From an optimization exercise on the open Yosys and OpenROAD flow, aimed at small area; shortcuts taken in it are not production practice.
The RTL was checked by simulation tests, not by an equivalence proof against the original design.

## FFT16_SEQUENTIAL
module FFT16_SEQUENTIAL(A, Y, CLK, START, DONE, RESET);
input  [31:0] A;
output [31:0] Y;
input         CLK;
input         START;
output        DONE;
input         RESET;
reg [5:0] STATE;
reg       LAST_START;
always @(posedge CLK) begin
    if (RESET) begin
        LAST_START <= 1'b0;
        STATE      <= 6'd0;
    end else begin
        LAST_START <= START;
        case (STATE)
            6'd0:    STATE <= (~LAST_START & START) ? 6'd1 : 6'd0;
            6'd33:   STATE <= 6'd0;
            default: STATE <= STATE + 6'd1;
        endcase
    end
end
assign DONE = (STATE == 6'd18);
reg  [31:0] T [0:3][0:3];
wire [3:0] k    = STATE[3:0];
wire       act  = (STATE[5:4] == 2'b00);
wire       init = act & (STATE[3:2] == 2'b00);
wire [1:0] n    = k[3:2];
wire       g0   = n[0] & k[0];
wire [15:0] xh  = (g0 ? A[15:0]  : A[31:16]) & {16{act}};
wire [15:0] xl  = (g0 ? A[31:16] : A[15:0])  & {16{act}};
wire [31:0] tap [0:3];
genvar b;
generate
    for (b = 0; b < 4; b = b + 1) begin : ph1
        wire [1:0] br = k[1:0] - 2'd2 - b;
        wire [1:0] e  = n * br;
        wire       f  = (b % 2 == 1) ? n[0] : 1'b0;
        wire       sr = (f ? (e[0] ^ e[1]) : e[1]) & act;
        wire       si = (f ? e[1] : (e[0] ^ e[1])) & act;
  ...
==> flow/config.mk <==
export PLATFORM = sky130hd
export DESIGN_NAME = FFT16_SEQUENTIAL
export DESIGN_NICKNAME = FFT16_SEQUENTIAL
export VERILOG_FILES = /design/flow/design.v
export SDC_FILE = /design/flow/constraint.sdc
export NUM_CORES = 4
export LEC_CHECK = 0
export CAP_MARGIN = 20
export CORE_MARGIN = 2
export CORE_UTILIZATION = 40
export CTS_CLUSTER_DIAMETER = 80
export CTS_CLUSTER_SIZE = 30
export SETUP_SLACK_MARGIN = 0.2
export SLEW_MARGIN = 20
export SYNTH_HIERARCHICAL = 1
==> flow/constraint.sdc <==
create_clock -name core_clock -period 14.0 [get_ports {CLK}]
set_input_delay 2.8000 -clock core_clock [delete_from_list [all_inputs] [get_ports {CLK}]]
set_output_delay 2.8000 -clock core_clock [all_outputs]
set_load 0.01 [all_outputs]
standard.sh (not shown) runs the stock make flow with config.mk's settings and CLKGATE_MAP_FILE= SYNTH_SCRIPT=/design/flow/synth_recipe.tcl, a recipe that flattens the netlist after the stock synthesis.
==> flow/flow/run.sh <==
#!/bin/bash
# Own flow: the standard layout (standard synthesis, floorplan, placement,
# CTS, routing) with one change: the buffers that placement puts on the input
# and output ports are sky130_fd_sc_hd__buf_1 cells. Every port is still buffered.
set -euo pipefail
cd "$(dirname "$0")/.."
export BUFFER_PORTS_ARGS="-buffer_cell sky130_fd_sc_hd__buf_1"
export SETUP_REPAIR_SEQUENCE="unbuffer,sizedown,sizeup,swap"
bash standard.sh > standard_flow.log 2>&1
The baseline passed the timing, design-rule and antenna checks.
Rerun with:
==> flow/run.sh (new file) <==
#!/bin/bash
# synth_recipe.tcl (not shown) runs the flow's synth.tcl, then flattens the netlist and writes it again
# the make line also repeats each setting of config.mk as NAME=value (left out here)
make -C /OpenROAD-flow-scripts/flow DESIGN_CONFIG=/design/flow/config.mk WORK_HOME=/design/flow/orfs CLKGATE_MAP_FILE= SYNTH_SCRIPT=/design/flow/synth_recipe.tcl finish
CTS_BUF_LIST = sky130_fd_sc_hd__clkbuf_8 sky130_fd_sc_hd__clkbuf_16   (was unset)
removed: flow/flow/run.sh
removed: flow/standard.sh
After rerunning: Global-route usage stays flat; clock-buffer cell count fell by 2; non-clock buffer count rose by 7; final area rose by 1.2%; core utilization rose by 0.54 points; clock skew hardly moves; sequential cell count does not change; area after synthesis is unchanged; synthesized cell count stays the same.

* * *

## job 9304
FFT16_SEQUENTIAL, a different RTL version from the one above (not shown whole).
Size: about 3600 cells after synthesis, roughly 68 I/O pins, ~37000 µm² of cells after synthesis.
export LEC_CHECK = 0
export CAP_MARGIN = 20
export CORE_MARGIN = 2
export CORE_UTILIZATION = 40
export CTS_BUF_LIST = sky130_fd_sc_hd__clkbuf_4 sky130_fd_sc_hd__clkbuf_8
export SLEW_MARGIN = 20
create_clock -name core_clock -period 14.0 [get_ports {CLK}]
run.sh (not shown) runs the stock make flow with config.mk's settings and CLKGATE_MAP_FILE= SYNTH_SCRIPT=/design/flow/synth_recipe.tcl, a recipe that flattens the netlist after the stock synthesis.
Stock flow here: none of the scripts above is used.
Per the final summary, job 9304 finished and its layout is clean on timing, DRC and antenna.
Changes in job 4055 relative to job 9304:
Settings: setting CTS_CLUSTER_SIZE to 20 for the first time; changing CORE_UTILIZATION from 40 to 60; changing CTS_BUF_LIST from sky130_fd_sc_hd__clkbuf_4 sky130_fd_sc_hd__clkbuf_8 to sky130_fd_sc_hd__clkbuf_2 sky130_fd_sc_hd__clkbuf_4.
[summary]
Of the two candidates, job 9304 has the worse finished layout cell area and job 4055 the better one. Job 4055 vs job 9304 — clock insertion delay at the later pin of the skew report rose 310 ps. Any difference in synthesized cell count between job 9304 and job 4055 is small enough to ignore. The core utilization number comes out lower for job 9304 vs job 4055. [diff] post-route minimum period, job 4055 relative to job 9304: regression. Run comparison: job 4055 highest metal layer used by the detailed router met4; job 9304 highest metal layer used by the detailed router met5.
--- input diff job 4055..job 1283 ---
Settings: a deleted CTS_BUF_LIST that had been sky130_fd_sc_hd__clkbuf_2 sky130_fd_sc_hd__clkbuf_4; a deleted CTS_CLUSTER_SIZE that had been 20; a change of CORE_UTILIZATION from 60 to 40.
Notes after the runs:
Relative to job 4055, post-CTS setup-driven buffer insertion count increased by 3 in job 1283.
Changes observed in job 1283 relative to job 4055: non-clock buffer count went up, global-route usage went down.

## re-timing with driven ports
The results above use ideal ports. As a check the final layouts listed here were re-extracted and re-timed, cells and wires unchanged. Step 1 assumes that a clkbuf_16 drives the clock port and a buf_2 every other input. Step 2 also shifts input and output timing later by t, the mid clock arrival at the registers, as if the neighbouring blocks saw the same clock. Three values: ideal, step 1, step 2; two values: the first two.
run	shift t [ns]	slack for setup (ns)	latest minus earliest clock arrival (ns)	worst register clock-pin slew, ns	worst data-port slew with drivers (ns)
the first run of note 1	0.636	0.382 / 0.382 / 0.382	0.030 / 0.030	0.11 / 0.11	0.04
the second run of note 1	0.618	0.402 / 0.402 / 0.402	0.032 / 0.032	0.11 / 0.11	0.04
job 9304	0.727	0.402 / 0.402 / 0.402	0.044 / 0.044	0.07 / 0.07	0.17
job 4055	1.025	0.287 / 0.265 / 0.287	0.091 / 0.092	0.08 / 0.08	0.16
job 1283	0.641	0.432 / 0.390 / 0.432	0.023 / 0.023	0.07 / 0.07	0.16
After both steps every run listed still meets setup and hold.
